This is an optimization exercise on Yosys and OpenROAD, whose aim is small area, a short achievable clock period and few clock cycles, not a production implementation. At most, simulation tests tie the RTL to the original design; equivalence was not proved. Power is estimated from default activity; no workload was simulated.

the reference run:
Design RV32I_Core, start of the top module:
module RV32I_Core (
    input  logic        clk,
    input  logic        reset,
    input  logic [31:0] instrCode,
    output logic [31:0] instrMemAddr,
    output logic        dataWe,
    output logic [31:0] dataAddr,
    output logic [31:0] dataWData,
    input  logic [31:0] dataRData,
    output logic        transfer,
    input  logic        ready
);
clock: 8.0 ns
lec_check: 0
cap_margin: 20
core_margin: 2
core_utilization: 50
cts_buf_list: sky130_fd_sc_hd__clkbuf_8
cts_cluster_diameter: 60
cts_cluster_size: 15
setup_slack_margin: 4.0
slew_margin: 20
synth_hierarchical: 1
run.sh (not shown) runs the stock make flow with config.mk's settings and CLKGATE_MAP_FILE= SYNTH_SCRIPT=/design/flow/synth_recipe.tcl, a recipe that flattens the netlist after the stock synthesis.
Testbench counts of the reference run, summed over its fixed seeds: cycles 32,567.
#### Input delta (the trial run over the reference run)
--- a/flow/design.v
+++ b/flow/design.v
@@ -44,13 +44,13 @@
     logic [ 4:0] rs1_d, rs2_d;
     logic        v_m, mem_m, pend;
     logic [31:0] res_m, sd_m;
     logic [ 4:0] rd_m;
     logic        we_m, ld_m, st_m;
     wire         m_ld = v_m & ld_m;
-    wire         wb_en = v_m & we_m;
+    wire         wb_en = v_m & we_m & (~ld_m | ready);
     wire  [31:0] wb_data = ld_m ? dataRData : res_m;
     assign transfer  = pend | mem_m;
     assign dataWe    = st_m;
     assign dataAddr  = res_m;
     assign dataWData = sd_m;
     logic [32*32-1:32] rf;   
@@ -81,14 +81,13 @@
         if (is_lu | is_au) imm = {instrCode[31:12], 12'b0};
         if (is_j) imm = {{12{instrCode[31]}}, instrCode[19:12], instrCode[20], instrCode[30:21], 1'b0};
     end
     assign rs1_d = (is_lu | is_au | is_j) ? 5'd0 : rs1;
     assign rs2_d = (is_r | is_s | is_b) ? rs2 : 5'd0;
     wire        d_sub = is_b | ((is_r | is_i) & (f3[2:1] == 2'b01)) | (is_r & (f3 == 3'b000) & instrCode[30]);
-    wire        pred_b = instrCode[31] | (f3 == 3'b001);
-    wire        pred = is_j | (is_b & pred_b);
+    wire        pred = is_j | (is_b & (instrCode[31] | (f3 == 3'b001)));
     wire [31:0] pc4_f = pc_f + 32'd4;
     wire [31:0] tgt_j = pc_f + {{12{instrCode[31]}}, instrCode[19:12], instrCode[20], instrCode[30:21], 1'b0};
     wire [31:0] tgt_b = pc_f + {{20{instrCode[31]}}, instrCode[7], instrCode[30:25], instrCode[11:8], 1'b0};
     logic [31:1] dec1, dec2;
     rf_dec u_dec1 (.a(rs1), .s(dec1));
     rf_dec u_dec2 (.a(rs2), .s(dec2));
@@ -102,18 +101,13 @@
     wire        byp2 = wb_en & (rd_m == rs2) & ~fwd2;
     wire        use1 = ~(is_lu | is_au | is_j);
     wire        keep1 = use1 & ~fwd1 & ~byp1;
     wire        keep2 = ~fwd2 & ~byp2;
     wire [31:0] rd1 = ({32{keep1}} & t1) | ({32{fwd1 & use1}} & res_e) | ({32{byp1 & use1}} & wb_data)
                     | ({32{is_au}} & pc_f);
-    wire        use2 = is_r | is_b;
-    wire [31:0] b_d = ({32{keep2 & use2}} & t2) | ({32{fwd2 & use2}} & res_e) | ({32{byp2 & use2}} & wb_data)
-                    | ({32{is_j}} & pc4_f) | ({32{~use2 & ~is_j}} & imm);
-    wire        pb = ~is_s & (is_j | (is_b & pred_b));
-    wire [31:0] c_d = ({32{keep2 & is_s}} & t2) | ({32{fwd2 & is_s}} & res_e) | ({32{byp2 & is_s}} & wb_data)
-                    | ({32{pb}} & pc4_f) | ({32{~is_s & ~pb}} & tgt_b);
+    wire [31:0] rd2 = ({32{keep2}} & t2) | ({32{fwd2}} & res_e) | ({32{byp2}} & wb_data);
     wire [31:0] a = a_e;
     wire [31:0] b = b_e;
     wire [31:0] srcB = b;
     wire [31:0] sum = a + srcB + {31'b0, sub_e};
     wire [31:0] x = a ^ srcB;
     wire        eq = &x;
@@ -167,14 +161,14 @@
             end
         end
     end
     always_ff @(posedge clk) begin
         if (~stall) begin
             a_e <= rd1;
-            b_e <= b_d ^ {32{d_sub}};
-            imm_e <= c_d;
+            b_e <= ((is_r | is_b) ? rd2 : (is_j ? pc4_f : imm)) ^ {32{d_sub}};
+            imm_e <= is_s ? rd2 : (pred ? pc4_f : tgt_b);
             rd_e <= (is_s | is_b) ? 5'd0 : rd;
             we_e <= ~(is_s | is_b) & (rd != 5'd0);
             ld_e <= is_l;
             st_e <= is_s;
             br_e <= is_b;
             pred_e <= pred;
- The trial run finished end to end and its layout was clean on timing, DRC and antenna.
- The trial run vs. the reference run: clock skew went down by 0.0070 ns.
- Looking at via count across the reference run and the trial run, the one that comes out higher is the trial run.
- Diff the reference run -> the trial run: met3 routed wirelength rose about 4.4%; core utilization rose 0.19 points; met3 demand-to-capacity share in global routing rose 1.2 points.
- Relative contribution of the clock network to total power came out higher on the trial run than on the reference run.
- [the trial run] number of buffers inserted by post-CTS setup repair rose about 140% relative to the reference run
- Against the reference run as the reference, the trial run delivers a lower share of the cycle needed by the critical path after routing.
- Fmax (the trial run vs. the reference run) increases slightly
- Summary of the trial run over the reference run: initial core utilization comparable, area of the die did not really move, sequential share of layout area down 0.15 points, final worst-path setup slack now larger, final area rose by about 0.32%.
The RTL of the trial run was laid out without a check of its function.

The RTL this note starts from:
==> flow/design.v <==
`timescale 1ns / 1ps
module rf_dec (
    input  logic [ 4:0] a,
    output logic [31:1] s
);
    always_comb for (int i = 1; i < 32; i++) s[i] = (a == i);
endmodule
module op_sel #(
    parameter int N = 33
) (
    input  logic [N-1:0]    s,
    input  logic [32*N-1:0] d,
    output logic [31:0]     r
);
    always_comb begin
        r = 32'b0;
        for (int i = 0; i < N; i++) r = r | ({32{s[i]}} & d[32*i+:32]);
    end
endmodule
`timescale 1ns / 1ps
module RV32I_Core (
    input  logic        clk,
    input  logic        reset,
    input  logic [31:0] instrCode,
    output logic [31:0] instrMemAddr,
    output logic        dataWe,
    output logic [31:0] dataAddr,
    output logic [31:0] dataWData,
    input  logic [31:0] dataRData,
    output logic        transfer,
    input  logic        ready
);
    localparam logic [6:0] OP_R = 7'b0110011, OP_L = 7'b0000011, OP_I = 7'b0010011,
        OP_S = 7'b0100011, OP_B = 7'b1100011, OP_LU = 7'b0110111, OP_AU = 7'b0010111,
        OP_J = 7'b1101111, OP_JL = 7'b1100111;
    logic [31:0] pc_f;
    logic        v_e;
    logic [31:0] a_e, b_e, imm_e;
    logic [ 4:0] rd_e;
    logic        we_e, ld_e, st_e, br_e, pred_e, jalr_e;
    logic        sub_e, uns_e, s_add_e, s_slt_e, s_xor_e, s_or_e, s_and_e, s_sh_e;
    logic        shl_e, sha_e;
    logic [ 2:0] f3_e;
    logic [ 4:0] rs1_d, rs2_d;
    logic        v_m, mem_m, pend;
    logic [31:0] res_m, sd_m;
    logic [ 4:0] rd_m;
    logic        we_m, ld_m, st_m;
    wire         m_ld = v_m & ld_m;
    wire         wb_en = v_m & we_m;
    wire  [31:0] wb_data = ld_m ? dataRData : res_m;
    assign transfer  = pend | mem_m;
    assign dataWe    = st_m;
    assign dataAddr  = res_m;
    assign dataWData = sd_m;
    logic [32*32-1:32] rf;   
    always_ff @(posedge clk) begin
        for (int i = 1; i < 32; i++) if (wb_en && rd_m == i) rf[32*i+:32] <= wb_data;
    end
    assign instrMemAddr = pc_f;
    wire [6:0] op = instrCode[6:0];
    wire [2:0] f3 = instrCode[14:12];
    wire [4:0] rs1 = instrCode[19:15];
    wire [4:0] rs2 = instrCode[24:20];
    wire [4:0] rd = instrCode[11:7];
    wire is_r  = ~op[6] & op[5] & op[4] & ~op[2];
    wire is_i  = ~op[6] & ~op[5] & op[4] & ~op[2];
    wire is_l  = ~op[6] & ~op[5] & ~op[4] & ~op[2];
    wire is_s  = ~op[6] & op[5] & ~op[4] & ~op[2];
    wire is_b  = op[6] & ~op[2];
    wire is_lu = ~op[6] & op[5] & op[2];
    wire is_au = ~op[6] & ~op[5] & op[2];
    wire is_j  = op[6] & op[3];
    wire is_jl = op[6] & op[2] & ~op[3];
    logic [31:0] imm;
    always_comb begin
        imm = {{20{instrCode[31]}}, instrCode[31:20]};   
        if (is_i & (f3 == 3'b011)) imm = {20'b0, instrCode[31:20]};   
        if (is_s) imm = {{20{instrCode[31]}}, instrCode[31:25], instrCode[11:7]};
        if (is_b) imm = {{20{instrCode[31]}}, instrCode[7], instrCode[30:25], instrCode[11:8], 1'b0};
        if (is_lu | is_au) imm = {instrCode[31:12], 12'b0};
        if (is_j) imm = {{12{instrCode[31]}}, instrCode[19:12], instrCode[20], instrCode[30:21], 1'b0};
    end
    assign rs1_d = (is_lu | is_au | is_j) ? 5'd0 : rs1;
    assign rs2_d = (is_r | is_s | is_b) ? rs2 : 5'd0;
    wire        d_sub = is_b | ((is_r | is_i) & (f3[2:1] == 2'b01)) | (is_r & (f3 == 3'b000) & instrCode[30]);
    wire        pred = is_j | (is_b & (instrCode[31] | (f3 == 3'b001)));
    wire [31:0] pc4_f = pc_f + 32'd4;
    wire [31:0] tgt_j = pc_f + {{12{instrCode[31]}}, instrCode[19:12], instrCode[20], instrCode[30:21], 1'b0};
    wire [31:0] tgt_b = pc_f + {{20{instrCode[31]}}, instrCode[7], instrCode[30:25], instrCode[11:8], 1'b0};
    logic [31:1] dec1, dec2;
    rf_dec u_dec1 (.a(rs1), .s(dec1));
    rf_dec u_dec2 (.a(rs2), .s(dec2));
    logic [31:0] t1, t2;
    op_sel #(.N(31)) u_sel1 (.s(dec1), .d(rf), .r(t1));
    op_sel #(.N(31)) u_sel2 (.s(dec2), .d(rf), .r(t2));
    wire        fwd_en = v_e & we_e & ~ld_e;
    wire        fwd1 = fwd_en & (rd_e == rs1);
    wire        fwd2 = fwd_en & (rd_e == rs2);
    wire        byp1 = wb_en & (rd_m == rs1) & ~fwd1;
    wire        byp2 = wb_en & (rd_m == rs2) & ~fwd2;
    wire        use1 = ~(is_lu | is_au | is_j);
    wire        keep1 = use1 & ~fwd1 & ~byp1;
    wire        keep2 = ~fwd2 & ~byp2;
    wire [31:0] rd1 = ({32{keep1}} & t1) | ({32{fwd1 & use1}} & res_e) | ({32{byp1 & use1}} & wb_data)
                    | ({32{is_au}} & pc_f);
    wire [31:0] rd2 = ({32{keep2}} & t2) | ({32{fwd2}} & res_e) | ({32{byp2}} & wb_data);
    wire [31:0] a = a_e;
    wire [31:0] b = b_e;
    wire [31:0] srcB = b;
    wire [31:0] sum = a + srcB + {31'b0, sub_e};
    wire [31:0] x = a ^ srcB;
    wire        eq = &x;
    wire        lt = (a[31] ^ ~srcB[31]) ? (uns_e ? ~srcB[31] : a[31]) : sum[31];
    logic [31:0] a_rev, sh_r, sh_rev;
    always_comb for (int i = 0; i < 32; i++) a_rev[i] = a[31-i];
    wire [31:0] sh_in = shl_e ? a_rev : a;
    wire [32:0] sh_ext = {sha_e & a[31], sh_in};
    assign sh_r = 32'($signed(sh_ext) >>> srcB[4:0]);
    always_comb for (int i = 0; i < 32; i++) sh_rev[i] = sh_r[31-i];
    wire        sh_zero = ~sha_e & (srcB[31:5] != 27'b0);
    wire [31:0] sh = sh_zero ? 32'b0 : (shl_e ? sh_rev : sh_r);
    wire [31:0] alu = ({32{s_add_e}} & sum) | ({32{s_xor_e}} & x) | ({32{s_or_e}} & (a | srcB))
                    | ({32{s_and_e}} & (a & srcB)) | ({32{s_sh_e}} & sh) | {31'b0, s_slt_e & lt}
                    | ({32{jalr_e}} & pc_f);   
    logic cond;
    always_comb begin
        case ({f3_e[2], f3_e[0]})
            2'b00: cond = eq;
            2'b01: cond = ~eq;
            2'b10: cond = lt;
            default: cond = ~lt;
        endcase
    end
    wire        redirect = v_e & (jalr_e | (br_e & (cond ^ pred_e)));
    wire [31:0] raddr = jalr_e ? sum : imm_e;
    wire [31:0] res_e = alu;
    wire m_ld_wait = m_ld & ~ready;
    wire bus_busy = (pend | mem_m) & ~ready;
    wire e_mem = v_e & (ld_e | st_e);
    wire stall = m_ld_wait | (e_mem & bus_busy);
    wire ld_use = v_e & ld_e & (rd_e != 5'd0) & ((rd_e == rs1_d) | (rd_e == rs2_d));
    always_ff @(posedge clk, posedge reset) begin
        if (reset) begin
            pc_f  <= 32'b0;
            v_e   <= 1'b0;
            v_m   <= 1'b0;
            mem_m <= 1'b0;
            pend  <= 1'b0;
        end else begin
            pend <= (pend | (v_m & st_m)) & ~ready;
            if (~stall) begin
                if (redirect) pc_f <= raddr;
                else if (~ld_use) pc_f <= is_j ? tgt_j : ((is_b & pred) ? tgt_b : pc4_f);
                v_e   <= ~redirect & ~ld_use;
                v_m   <= v_e;
                mem_m <= e_mem;
            end else if (~m_ld_wait) begin
                v_m   <= 1'b0;
                mem_m <= 1'b0;
            end
        end
    end
    always_ff @(posedge clk) begin
        if (~stall) begin
            a_e <= rd1;
            b_e <= ((is_r | is_b) ? rd2 : (is_j ? pc4_f : imm)) ^ {32{d_sub}};
            imm_e <= is_s ? rd2 : (pred ? pc4_f : tgt_b);
            rd_e <= (is_s | is_b) ? 5'd0 : rd;
            we_e <= ~(is_s | is_b) & (rd != 5'd0);
            ld_e <= is_l;
            st_e <= is_s;
            br_e <= is_b;
            pred_e <= pred;
            jalr_e <= is_jl;
            sub_e <= d_sub;
            uns_e <= is_b ? f3[1] : f3[0];
            s_add_e <= ((is_r | is_i) & (f3 == 3'b000)) | ~(is_r | is_i | is_jl);
            s_slt_e <= (is_r | is_i) & (f3[2:1] == 2'b01);
            s_xor_e <= (is_r | is_i) & (f3 == 3'b100);
            s_or_e <= (is_r | is_i) & (f3 == 3'b110);
            s_and_e <= (is_r | is_i) & (f3 == 3'b111);
            s_sh_e <= (is_r | is_i) & (f3[1:0] == 2'b01);
            shl_e <= ~f3[2];
            sha_e <= instrCode[30] & f3[2];
            f3_e <= f3;
        end
        if (~m_ld_wait) begin
            rd_m <= rd_e;
            we_m <= we_e;
            ld_m <= ld_e;
            st_m <= st_e;
        end
        res_m <= res_e;
        sd_m <= imm_e;
    end
endmodule
make LEC_CHECK=0 CAP_MARGIN=20 CORE_MARGIN=2 CORE_UTILIZATION=50 CTS_BUF_LIST=sky130_fd_sc_hd__clkbuf_8 CTS_CLUSTER_DIAMETER=60 CTS_CLUSTER_SIZE=15 PLACE_DENSITY=0.75 SETUP_SLACK_MARGIN=4.0 SLEW_MARGIN=20 SYNTH_HIERARCHICAL=1 finish   # period 8.0 ns
Testbench counts at the start, summed over its fixed seeds: cycles 32,567.
Rerun with:
--- a/flow/design.v
+++ b/flow/design.v
@@ -83,9 +83,10 @@
     end
     assign rs1_d = (is_lu | is_au | is_j) ? 5'd0 : rs1;
     assign rs2_d = (is_r | is_s | is_b) ? rs2 : 5'd0;
     wire        d_sub = is_b | ((is_r | is_i) & (f3[2:1] == 2'b01)) | (is_r & (f3 == 3'b000) & instrCode[30]);
-    wire        pred = is_j | (is_b & (instrCode[31] | (f3 == 3'b001)));
+    wire        pred_b = instrCode[31] | (f3 == 3'b001);
+    wire        pred = is_j | (is_b & pred_b);
     wire [31:0] pc4_f = pc_f + 32'd4;
     wire [31:0] tgt_j = pc_f + {{12{instrCode[31]}}, instrCode[19:12], instrCode[20], instrCode[30:21], 1'b0};
     wire [31:0] tgt_b = pc_f + {{20{instrCode[31]}}, instrCode[7], instrCode[30:25], instrCode[11:8], 1'b0};
     logic [31:1] dec1, dec2;
@@ -103,9 +104,14 @@
     wire        keep1 = use1 & ~fwd1 & ~byp1;
     wire        keep2 = ~fwd2 & ~byp2;
     wire [31:0] rd1 = ({32{keep1}} & t1) | ({32{fwd1 & use1}} & res_e) | ({32{byp1 & use1}} & wb_data)
                     | ({32{is_au}} & pc_f);
-    wire [31:0] rd2 = ({32{keep2}} & t2) | ({32{fwd2}} & res_e) | ({32{byp2}} & wb_data);
+    wire        use2 = is_r | is_b;
+    wire [31:0] b_d = ({32{keep2 & use2}} & t2) | ({32{fwd2 & use2}} & res_e) | ({32{byp2 & use2}} & wb_data)
+                    | ({32{is_j}} & pc4_f) | ({32{~use2 & ~is_j}} & imm);
+    wire        pb = ~is_s & (is_j | (is_b & pred_b));
+    wire [31:0] c_d = ({32{keep2 & is_s}} & t2) | ({32{fwd2 & is_s}} & res_e) | ({32{byp2 & is_s}} & wb_data)
+                    | ({32{pb}} & pc4_f) | ({32{~is_s & ~pb}} & tgt_b);
     wire [31:0] a = a_e;
     wire [31:0] b = b_e;
     wire [31:0] srcB = b;
     wire [31:0] sum = a + srcB + {31'b0, sub_e};
@@ -163,10 +169,10 @@
     end
     always_ff @(posedge clk) begin
         if (~stall) begin
             a_e <= rd1;
-            b_e <= ((is_r | is_b) ? rd2 : (is_j ? pc4_f : imm)) ^ {32{d_sub}};
-            imm_e <= is_s ? rd2 : (pred ? pc4_f : tgt_b);
+            b_e <= b_d ^ {32{d_sub}};
+            imm_e <= c_d;
             rd_e <= (is_s | is_b) ? 5'd0 : rd;
             we_e <= ~(is_s | is_b) & (rd != 5'd0);
             ld_e <= is_l;
             st_e <= is_s;
Final cell count decreases by 0.35%.
Total power increases by 2.9%.
Via count increases by about 0.6%.
Global-route usage increases by 1.5 points.
Wire length increases by 4.4%.
Design area barely changes.
Die area increases by about 0.5%.
Synthesized area increases by 0.52%.
Setup slack gains 0.030 ns.
Sequential share of layout area barely changes.
Utilization decreases by 0.58 points.
Testbench counts after the change, summed over its fixed seeds: cycles 32,567.

separate check: timing with driven ports:
No port has a modelled driver above. Below, the same layouts with a new extraction and two added sets of constraints. Step 1 sets driving cells, clkbuf_16 on the clock port and buf_2 on the other inputs (assumed; they add their load-dependent delay and slew). Step 2, shift: input delay + t, output delay - t, t = (earliest + latest rising clock arrival at the registers) / 2. This alone moves slack from input paths to output paths. a / b / c = ideal / step 1 / step 2; a / b = the first two.
run | shift t [ns] | setup WS [ns] | worst slew at a driven data input, ns
the reference run | 0.962 | 3.727 / 3.789 / 2.827 | 0.28
the trial run | 0.979 | 3.780 / 3.786 / 2.808 | 0.11
the first run of note 2 | 0.902 | 3.867 / 3.880 / 3.023 | 0.06
the second run of note 2 | 0.943 | 3.897 / 3.900 / 2.985 | 0.07
After both steps setup and hold are still met in every run listed. The setup slack of the trial run, which loses most, moves by +0.006 ns with the drivers and by -0.972 ns with both steps.
